What follows belongs to an exercise in optimizing a design on an open flow for small area, a short achievable clock period and few clock cycles per item; a production flow would make more cautious choices.
In this exercise RTL edits were held to simulation tests only and were not proved equivalent to the original.
Power figures rest on the tool's default switching activity, not on a simulated workload.

build 79:
Design lstm, start of the top module:
module lstm (inputVec, trainingFlag, clock, reset, newSample, dataoutReady, outputVec);
Size in the first run: roughly 8600 cells after synthesis, ~860 flip-flops, roughly 110 I/O pins, roughly 68000 um2 of cells after synthesis.
==> flow/config.mk <==
export PLATFORM = sky130hd
export DESIGN_NAME = lstm
export DESIGN_NICKNAME = lstm
export VERILOG_FILES = /design/flow/design.v
export SDC_FILE = /design/flow/constraint.sdc
export NUM_CORES = 4
export LEC_CHECK = 0
export ABC_AREA = 1
export CAP_MARGIN = 20
export CORE_MARGIN = 2
export CORE_UTILIZATION = 45
export PLACE_DENSITY = 0.6
export SETUP_SLACK_MARGIN = 5
export SLEW_MARGIN = 20
==> flow/constraint.sdc <==
create_clock -name core_clock -period 12.0 [get_ports {clock}]
set_input_delay 2.4000 -clock core_clock [delete_from_list [all_inputs] [get_ports {clock}]]
set_output_delay 2.4000 -clock core_clock [all_outputs]
set_load 0.01 [all_outputs]
standard.sh (not shown) runs the stock make flow with config.mk's settings and CLKGATE_MAP_FILE= SYNTH_SCRIPT=/design/flow/synth_recipe.tcl, a recipe that flattens the netlist after the stock synthesis.
==> flow/flow/run.sh <==
#!/bin/bash
# The standard layout (standard.sh: the standard synthesis and ORFS
# flow, unchanged), with a larger setup-repair margin so that repair_timing
# keeps improving paths past what the 12 ns period alone asks for, and
# plain buffers (buf_4) as the port buffers instead of the delay cells the
# resizer picks by default.  ORFS writes each step's full log under
# orfs/logs; make's output goes to standard.log here.
bash standard.sh SETUP_SLACK_MARGIN=${FLOW_SETUP_MARGIN:-8.6} \
  "BUFFER_PORTS_ARGS=-buffer_cell sky130_fd_sc_hd__buf_4" finish > standard.log 2>&1
Testbench counts of build 79, summed over its fixed seeds: cycles 13,128, items 320.
Setup changes, build 79 to build 76
--- a/flow/flow/run.sh
+++ b/flow/flow/run.sh
@@ -6,4 +6,4 @@
 # resizer picks by default.  ORFS writes each step's full log under
 # orfs/logs; make's output goes to standard.log here.
-bash standard.sh SETUP_SLACK_MARGIN=${FLOW_SETUP_MARGIN:-8.6} \
+bash standard.sh SETUP_SLACK_MARGIN=${FLOW_SETUP_MARGIN:-8.4} \
   "BUFFER_PORTS_ARGS=-buffer_cell sky130_fd_sc_hd__buf_4" finish > standard.log 2>&1
--- a/flow/config.mk
+++ b/flow/config.mk
@@ -13,2 +13,3 @@
 export SETUP_SLACK_MARGIN = 5
 export SLEW_MARGIN = 20
+export TNS_END_PERCENT = 20
### Flow results
Build 76 and build 79 all finish clean.
Compare build 76 and build 79 | part of the cycle the worst path needs higher: build 76
Going from build 79 to build 76, internal power contribution moved down, core utilization decreased 2.5 points, leakage power figure fell by about 3%.
Higher wire length among build 76 and build 79: build 79
Compared with build 79, in build 76 minimum setup slack among reg-to-reg paths shows a reduction of 300 ps, total number of vias now smaller, first-iteration DRC count down 450.
Diff build 79 -> build 76: post-CTS setup buffer count fell 175; first-pass iteration count of the detailed router rose 1; wire length the detailed router placed on met1 rose 7.2%.
The following lists how build 41 was set up differently from build 76:
==> flow/flow/run.sh <==
#!/bin/bash
# The standard layout (standard.sh: the standard synthesis and ORFS
# flow, unchanged), with a larger setup-repair margin so that repair_timing
# keeps improving paths past what the 12 ns period alone asks for.
# ORFS writes each step's full log under orfs/logs; make's output goes to
# standard.log here.
bash standard.sh SETUP_SLACK_MARGIN=${FLOW_SETUP_MARGIN:-8.6} finish > standard.log 2>&1
--- a/flow/config.mk
+++ b/flow/config.mk
@@ -13,3 +13,2 @@
 export SETUP_SLACK_MARGIN = 5
 export SLEW_MARGIN = 20
-export TNS_END_PERCENT = 20
Notes after the runs:
In build 41 the implementation completed, yet the final layout does not meet the checks, the culprit being antenna rules.
From build 76 to build 41, share of the synthesized area in compound gates (AO/OA/AOI/OAI) did not move at all.
Build 41 vs. build 76: time the final worst path needs with I/O delays and setup now smaller, overall routing resource usage comparable.
Modified inputs, build 81 compared to build 41
==> flow/flow/run.sh <==
#!/bin/bash
# The standard layout (standard.sh: the standard synthesis and ORFS
# flow, unchanged), with a larger setup-repair margin so that repair_timing
# keeps improving paths past what the 12 ns period alone asks for, and
# plain buffers (buf_4) as the port buffers instead of the delay cells the
# resizer picks by default.  ORFS writes each step's full log under
# orfs/logs; make's output goes to standard.log here.
bash standard.sh SETUP_SLACK_MARGIN=${FLOW_SETUP_MARGIN:-8.4} \
  "BUFFER_PORTS_ARGS=-buffer_cell sky130_fd_sc_hd__buf_4" finish > standard.log 2>&1
--- a/flow/config.mk
+++ b/flow/config.mk
@@ -13,2 +13,3 @@
 export SETUP_SLACK_MARGIN = 5
 export SLEW_MARGIN = 20
+export TNS_END_PERCENT = 5
### Flow results
Taking build 41 as 1.0, build 81 lands at 0.17 on quantity of gates resized following cts.
Cmp build 81 vs build 41: share of cell area taken by multi-input logic gates higher in build 81
Build 81: PASS, flow complete, no timing, DRC or antenna violations
Proportion of layout cells with a drive suffix above 1: build 81 vs build 41 down 7.1 points
[build 81] clock power share rose 0.6 points relative to build 41
Setup slack in build 81 is 77 ps below build 41.
Across both runs, critical path's largest stage delay was higher for build 81 than for build 41.

==> static timing again, ports no longer ideal <==
In the flow no input, the clock included, has a driving cell. The finished layouts below were timed again as built, in two steps.
Step 1 assumes that a clkbuf_16 drives the clock port and a buf_2 every other input.
Step 2 adds t to the input delays and takes it off the output delays; t is the mean of the earliest and latest rising clock arrival at the registers after step 1. Input paths then give back, and output paths get back, about the clock's delay inside the block.
a / b / c = ideal ports / drivers / drivers and shift; a / b = the first two.
| run | t (ns) | setup WS [ns] | slew at the worst register clock pin (ns) | worst data-port slew with drivers (ns) | pins driven straight from the clock port |
|---|---|---|---|---|---|
| build 79 | 0.799 | 8.307 / 8.217 / 7.948 | 0.07 / 0.07 | 0.11 | 1 |
| build 76 | 0.825 | 8.193 / 8.106 / 7.574 | 0.07 / 0.07 | 0.10 | 1 |
| build 41 | 0.813 | 8.269 / 8.183 / 7.855 | 0.07 / 0.07 | 0.12 | 1 |
| build 81 | 0.824 | 8.193 / 8.138 / 7.499 | 0.07 / 0.07 | 0.07 | 1 |
For build 81, which loses most, drivers alone change the setup slack by -0.055 ns; drivers and shift together by -0.694 ns.
